This design comes from an exercise in tuning for low power on the open sky130 flow, not from production work. In this exercise RTL edits were held to simulation tests only and were not proved equivalent to the original. The clock port is modelled as an ideal driver, which makes a skipped or thinned clock tree look cheaper than it is; a real chip needs a root buffer or a tree. Power is estimated from default activity; no workload was simulated.

==> inputs of branch raven <==
==> flow/design.v <==
module spi_ram_controller #(parameter DATA_WIDTH_BYTES=4, parameter ADDR_BITS=16) (
    input clk,
    input rstn,
    input  spi_miso,
    output spi_select,
    output spi_mosi,
    input [ADDR_BITS-1:0]           addr_in,
    input [DATA_WIDTH_BYTES*8-1:0]  data_in,
    input                           start_read,
    input                           start_write,
    output [DATA_WIDTH_BYTES*8-1:0] data_out,
    output                          busy
);
    reg [5:0] cnt;
    reg busy_r;
    reg writing, miso_buf;
    reg [15:0] addr;
    reg [31:0] data;
    wire go = !busy_r & (start_read | start_write);
    always @(posedge clk)
        if (!rstn) begin cnt <= 0; busy_r <= 0; end
        else begin
            if (go) begin cnt <= 0; busy_r <= 1; end
            else if (busy_r) begin
                cnt <= cnt + 1;
                if (cnt == 6'd55) busy_r <= 0;
            end
        end
    wire addr_ph = busy_r & (cnt[5:4] == 2'b01 || cnt[5:3] == 3'b001);
    wire data_ph = busy_r & (cnt[5] | (cnt[4] & cnt[3]));
    always @(posedge clk) begin
        if (!rstn) begin addr <= 0; writing <= 0; end
        else if (go) begin addr <= addr_in; writing <= start_write; end
        else if (addr_ph) addr <= {addr[14:0], 1'b0};
    end
    always @(negedge clk) miso_buf <= spi_miso;
    always @(posedge clk)
        if (!rstn) data <= 0; 
        else if (!busy_r & start_write) data <= data_in;
        else if (data_ph) data <= {data[30:0], miso_buf};
    assign busy = busy_r;
    assign spi_select = !busy_r;
    assign data_out = data;
    assign spi_mosi = (busy_r && (cnt == 6'd6 || (cnt == 6'd7 && !writing))) || (addr_ph & addr[15]) || (data_ph & data[31]);
endmodule
==> flow/flow/run.sh <==
#!/bin/bash
# Standard ORFS layout with power-oriented options:
#  - own clock tree: the clock port drives a few buffers, one per cluster of clock sinks
#  - port buffers of the smallest buffer cell
set -euo pipefail
HERE=$(cd "$(dirname "$0")" && pwd)
export PRE_CTS_TCL=$HERE/pre_cts.tcl
export MY_CLK_CLUSTERS=4
export MY_CLK_SLEW_NS=0.10
export BUFFER_PORTS_ARGS="-buffer_cell sky130_fd_sc_hd__buf_1"
bash standard.sh > standard.log 2>&1
==> flow/flow/clock_tree.tcl <==
# Clock tree for a small design: the clock port drives up to K buffers directly, each buffer
# drives one cluster of clock sinks (k-means on sink positions). Each buffer gets the smallest
# size whose sinks' clock slew stays under a target.
proc my_clock_tree {K target_ns} {
  set block [ord::get_db_block]
  set db [ord::get_db]
  set net [$block findNet clk]
  set its {}
  set pts {}
  foreach it [$net getITerms] {
    set b [[$it getInst] getBBox]
    lappend its $it
    lappend pts [list [expr {([$b xMin] + [$b xMax]) / 2.0}] [expr {([$b yMin] + [$b yMax]) / 2.0}]]
  }
  set n [llength $pts]
  set order [lsort -real -indices [lmap p $pts {expr {[lindex $p 0] + [lindex $p 1]}}]]
  set cs {}
  for {set k 0} {$k < $K} {incr k} {
    lappend cs [lindex $pts [lindex $order [expr {int(($k + 0.5) * $n / $K)}]]]
  }
  for {set iter 0} {$iter < 100} {incr iter} {
    set asg {}
    foreach p $pts {
      set best 0; set bd 1e18
      for {set k 0} {$k < $K} {incr k} {
        set c [lindex $cs $k]
        set d [expr {abs([lindex $p 0] - [lindex $c 0]) + abs([lindex $p 1] - [lindex $c 1])}]
        if {$d < $bd} { set bd $d; set best $k }
      }
      lappend asg $best
    }
    set ncs {}
    for {set k 0} {$k < $K} {incr k} {
      set xs {}; set ys {}
      foreach p $pts a $asg { if {$a == $k} { lappend xs [lindex $p 0]; lappend ys [lindex $p 1] } }
      if {[llength $xs] == 0} { lappend ncs [lindex $cs $k]; continue }
      set xs [lsort -real $xs]; set ys [lsort -real $ys]
      set m [expr {[llength $xs] / 2}]
      lappend ncs [list [lindex $xs $m] [lindex $ys $m]]
    }
    if {$ncs eq $cs} break
    set cs $ncs
  }
  set sizes {sky130_fd_sc_hd__clkbuf_2 sky130_fd_sc_hd__clkbuf_4 sky130_fd_sc_hd__clkbuf_8 sky130_fd_sc_hd__clkbuf_16}
  set bufs {}
  for {set k 0} {$k < $K} {incr k} {
    set inst [odb::dbInst_create $block [$db findMaster [lindex $sizes 0]] clkbuf_my_$k]
    set newnet [odb::dbNet_create $block clknet_my_$k]
    $newnet setSigType CLOCK
    foreach it $its a $asg { if {$a == $k} { $it disconnect; $it connect $newnet } }
    [$inst findITerm A] connect $net
    [$inst findITerm X] connect $newnet
    set c [lindex $cs $k]
    $inst setLocation [expr {int([lindex $c 0])}] [expr {int([lindex $c 1])}]
    $inst setPlacementStatus PLACED
    lappend bufs $inst
  }
  set_propagated_clock [all_clocks]
  for {set round 0} {$round < 4} {incr round} {
    estimate_parasitics -placement
    set changed 0
    foreach inst $bufs {
      set worst 0
      foreach it [[[$inst findITerm X] getNet] getITerms] {
        if {[$it isOutputSignal]} continue
        set pin [get_pins [[$it getInst] getName]/[[$it getMTerm] getName]]
        foreach e {rise fall} { foreach a {min max} {
          set s [get_property $pin slew_${a}_$e]
          if {$s > $worst} { set worst $s }
        } }
      }
      set cur [[$inst getMaster] getName]
      set i [lsearch $sizes $cur]
      if {$worst > $target_ns && $i < [llength $sizes] - 1} {
        $inst swapMaster [$db findMaster [lindex $sizes [expr {$i + 1}]]]
        set changed 1
      }
      puts "my_clock_tree: round $round [$inst getName] $cur worst slew $worst"
    }
    if {!$changed} break
  }
}
==> flow/flow/pre_cts.tcl <==
# Runs inside ORFS's cts.tcl before clock_tree_synthesis: builds the clock tree here and
# turns the clock_tree_synthesis call that follows into a no-op.
source [file join [file dirname [info script]] clock_tree.tcl]
my_clock_tree $::env(MY_CLK_CLUSTERS) $::env(MY_CLK_SLEW_NS)
rename clock_tree_synthesis orfs_clock_tree_synthesis
proc clock_tree_synthesis {args} {
  puts "clock_tree_synthesis skipped: the clock tree was built by pre_cts.tcl"
  set_propagated_clock [all_clocks]
}
==> flow/standard.sh <==
#!/bin/bash
# synth_recipe.tcl (not shown) runs the flow's synth.tcl, then flattens the netlist and writes it again
# the make line also repeats each setting of config.mk as NAME=value (left out here)
make -C /OpenROAD-flow-scripts/flow DESIGN_CONFIG=/design/flow/config.mk WORK_HOME=/design/flow/orfs CLKGATE_MAP_FILE= SYNTH_SCRIPT=/design/flow/synth_recipe.tcl "${@:-finish}"
==> flow/config.mk <==
export PLATFORM = sky130hd
export DESIGN_NAME = spi_ram_controller
export DESIGN_NICKNAME = spi_ram_controller
export VERILOG_FILES = /design/flow/design.v
export SDC_FILE = /design/flow/constraint.sdc
export NUM_CORES = 4
export LEC_CHECK = 0
export ABC_AREA = 1
export CAP_MARGIN = 20
export CORE_MARGIN = 2
export CORE_UTILIZATION = 40
export SLEW_MARGIN = 20
==> flow/constraint.sdc <==
create_clock -name core_clock -period 5.0 [get_ports {clk}]
set_input_delay 1.0000 -clock core_clock [delete_from_list [all_inputs] [get_ports {clk}]]
set_output_delay 1.0000 -clock core_clock [all_outputs]
set_load 0.01 [all_outputs]
==> branch cedar: changes against branch raven <==
==> flow/design.v, changed modules only <==
module spi_ram_controller #(parameter DATA_WIDTH_BYTES=4, parameter ADDR_BITS=16) (
    input clk,
    input rstn,
    input  spi_miso,
    output spi_select,
    output spi_mosi,
    input [ADDR_BITS-1:0]           addr_in,
    input [DATA_WIDTH_BYTES*8-1:0]  data_in,
    input                           start_read,
    input                           start_write,
    output [DATA_WIDTH_BYTES*8-1:0] data_out,
    output                          busy
);
    reg [5:0] cnt;
    reg writing, miso_buf;
    reg [15:0] addr;
    reg [31:0] data;
    wire busy_w = |cnt[5:3];
    wire go = !busy_w & (start_read | start_write);
    wire addr_ph = cnt[5:4] == 2'b01;
    wire data_ph = cnt[5];
    always @(posedge clk)
        if (!rstn) cnt <= 6'd0;
        else if (go) cnt <= 6'd8;
        else if (busy_w) cnt <= cnt + 6'd1;
        else cnt <= 6'd0;
    wire a_ld = rstn & go;
    wire a_sh = rstn & addr_ph;
    wire a_hd = rstn & (cnt[5:3] == 3'b001);
    always @(posedge clk) begin
        if (!rstn) writing <= 0;
        else if (!busy_w) writing <= start_write;
        addr <= ({16{a_ld}} & addr_in) | ({16{a_sh}} & {addr[14:0], 1'b0}) | ({16{a_hd}} & addr);
    end
    always @(negedge clk) miso_buf <= spi_miso;
    wire d_ld = rstn & !busy_w & start_write;
    wire d_sh = rstn & data_ph;
    wire d_hd = rstn & !(!busy_w & start_write) & !data_ph;
    always @(posedge clk)
        data <= ({32{d_ld}} & data_in) | ({32{d_sh}} & {data[30:0], miso_buf}) | ({32{d_hd}} & data);
    assign busy = busy_w;
    assign spi_select = !busy_w;
    assign data_out = data;
    assign spi_mosi = cnt == 6'd14 || (cnt == 6'd15 && !writing) || (addr_ph & addr[15]) || (data_ph & data[31]);
endmodule
--- a/flow/flow/run.sh
+++ b/flow/flow/run.sh
@@ -7,4 +7,5 @@
 export PRE_CTS_TCL=$HERE/pre_cts.tcl
-export MY_CLK_CLUSTERS=4
-export MY_CLK_SLEW_NS=0.10
+export MY_CLK_CLUSTERS=3
+export MY_CLK_SLEW_NS=0.11
+export MY_CLK_SHRINK=0.5
 export BUFFER_PORTS_ARGS="-buffer_cell sky130_fd_sc_hd__buf_1"
--- a/flow/flow/clock_tree.tcl
+++ b/flow/flow/clock_tree.tcl
@@ -3,3 +3,3 @@
 # size whose sinks' clock slew stays under a target.
-proc my_clock_tree {K target_ns} {
+proc my_clock_tree {K target_ns {shrink 0}} {
   set block [ord::get_db_block]
@@ -15,2 +15,3 @@
   set n [llength $pts]
+  set cap [expr {($n + $K - 1) / $K + 1}]
   set order [lsort -real -indices [lmap p $pts {expr {[lindex $p 0] + [lindex $p 1]}}]]
@@ -20,12 +21,20 @@
   }
-  for {set iter 0} {$iter < 100} {incr iter} {
-    set asg {}
+  for {set iter 0} {$iter < 30} {incr iter} {
+    # balanced assignment: nearest free cluster first, at most cap sinks per cluster
+    set trip {}
+    set i 0
     foreach p $pts {
-      set best 0; set bd 1e18
       for {set k 0} {$k < $K} {incr k} {
         set c [lindex $cs $k]
-        set d [expr {abs([lindex $p 0] - [lindex $c 0]) + abs([lindex $p 1] - [lindex $c 1])}]
-        if {$d < $bd} { set bd $d; set best $k }
+        lappend trip [list [expr {abs([lindex $p 0] - [lindex $c 0]) + abs([lindex $p 1] - [lindex $c 1])}] $i $k]
       }
-      lappend asg $best
+      incr i
+    }
+    set asg [lrepeat $n -1]
+    set fill [lrepeat $K 0]
+    foreach t [lsort -real -index 0 $trip] {
+      lassign $t d i k
+      if {[lindex $asg $i] >= 0 || [lindex $fill $k] >= $cap} continue
+      lset asg $i $k
+      lset fill $k [expr {[lindex $fill $k] + 1}]
     }
@@ -54,2 +63,14 @@
     $inst setLocation [expr {int([lindex $c 0])}] [expr {int([lindex $c 1])}]
+    # pull the cluster's cells towards its buffer (shrink 0 leaves them where they are);
+    # the detailed placement that follows in cts.tcl makes the placement legal again
+    if {$shrink > 0} {
+      foreach it $its a $asg p $pts {
+        if {$a != $k} continue
+        set i [$it getInst]
+        lassign [$i getLocation] x y
+        set nx [expr {int($x - $shrink * ([lindex $p 0] - [lindex $c 0]))}]
+        set ny [expr {int($y - $shrink * ([lindex $p 1] - [lindex $c 1]))}]
+        $i setLocation $nx $ny
+      }
+    }
     $inst setPlacementStatus PLACED
@@ -57,2 +78,3 @@
   }
+  if {$shrink > 0} { detailed_placement }
   set_propagated_clock [all_clocks]
--- a/flow/flow/pre_cts.tcl
+++ b/flow/flow/pre_cts.tcl
@@ -3,3 +3,3 @@
 source [file join [file dirname [info script]] clock_tree.tcl]
-my_clock_tree $::env(MY_CLK_CLUSTERS) $::env(MY_CLK_SLEW_NS)
+my_clock_tree $::env(MY_CLK_CLUSTERS) $::env(MY_CLK_SLEW_NS) $::env(MY_CLK_SHRINK)
 rename clock_tree_synthesis orfs_clock_tree_synthesis
==> branch nickel: changes against branch raven <==
--- a/flow/flow/run.sh
+++ b/flow/flow/run.sh
@@ -8,3 +8,3 @@
 export MY_CLK_CLUSTERS=4
-export MY_CLK_SLEW_NS=0.10
+export MY_CLK_SLEW_NS=0.115
 export BUFFER_PORTS_ARGS="-buffer_cell sky130_fd_sc_hd__buf_1"
--- a/flow/flow/clock_tree.tcl
+++ b/flow/flow/clock_tree.tcl
@@ -15,2 +15,3 @@
   set n [llength $pts]
+  set cap [expr {($n + $K - 1) / $K + 1}]
   set order [lsort -real -indices [lmap p $pts {expr {[lindex $p 0] + [lindex $p 1]}}]]
@@ -20,12 +21,20 @@
   }
-  for {set iter 0} {$iter < 100} {incr iter} {
-    set asg {}
+  for {set iter 0} {$iter < 30} {incr iter} {
+    # balanced assignment: nearest free cluster first, at most cap sinks per cluster
+    set trip {}
+    set i 0
     foreach p $pts {
-      set best 0; set bd 1e18
       for {set k 0} {$k < $K} {incr k} {
         set c [lindex $cs $k]
-        set d [expr {abs([lindex $p 0] - [lindex $c 0]) + abs([lindex $p 1] - [lindex $c 1])}]
-        if {$d < $bd} { set bd $d; set best $k }
+        lappend trip [list [expr {abs([lindex $p 0] - [lindex $c 0]) + abs([lindex $p 1] - [lindex $c 1])}] $i $k]
       }
-      lappend asg $best
+      incr i
+    }
+    set asg [lrepeat $n -1]
+    set fill [lrepeat $K 0]
+    foreach t [lsort -real -index 0 $trip] {
+      lassign $t d i k
+      if {[lindex $asg $i] >= 0 || [lindex $fill $k] >= $cap} continue
+      lset asg $i $k
+      lset fill $k [expr {[lindex $fill $k] + 1}]
     }
- ABC_CLOCK_PERIOD_IN_PS: not set -> 20000
==> comparison <==
Global-route usage, lowest first: branch raven, branch nickel, branch cedar.
In branch raven the worst setup slack is worse than in branch nickel, by 0.010 ns.
Synthesized cell count is the same in branch nickel and branch raven.
In flip-flop and latch count, branch nickel and branch raven do not differ.
Of branch cedar and branch nickel, branch nickel has the higher cell area (gap about 12%, measured against branch nickel).
Worst hold slack, lowest first: branch raven, branch nickel, branch cedar.
==> figures <==
metric	branch raven	branch cedar	branch nickel
Seq pwr share	58.4%	63.2%	59.4%
Clock group total power	0.209 mW	0.184 mW	0.196 mW
Number of instances in the synthesized netlist	430	346	430
Switching power	0.227 mW	0.203 mW	0.232 mW
Internal	0.619 mW	0.588 mW	0.602 mW
DRT Wirelength	6.97 mm	6.25 mm	7.04 mm
Chip Width	87.7 um	81.7 um	87.7 um
Final HPWL DP	4.67 mm	3.67 mm	4.67 mm
Total power density per cell area	264 nW/um2	281 nW/um2	261 nW/um2
Highest routed layer	met4	met5	met4
Share of the synthesized area in compound gates (AO/OA/AOI/OAI)	9.47%	1.40%	9.47%
Outcome	timing/DRC/antenna clean	timing/DRC/antenna clean	timing/DRC/antenna clean
Setup Slack @ Placement	1.32 ns	1.32 ns	1.32 ns
No run of this note takes its clock network from TritonCTS; it comes from the design's own scripts or RTL.
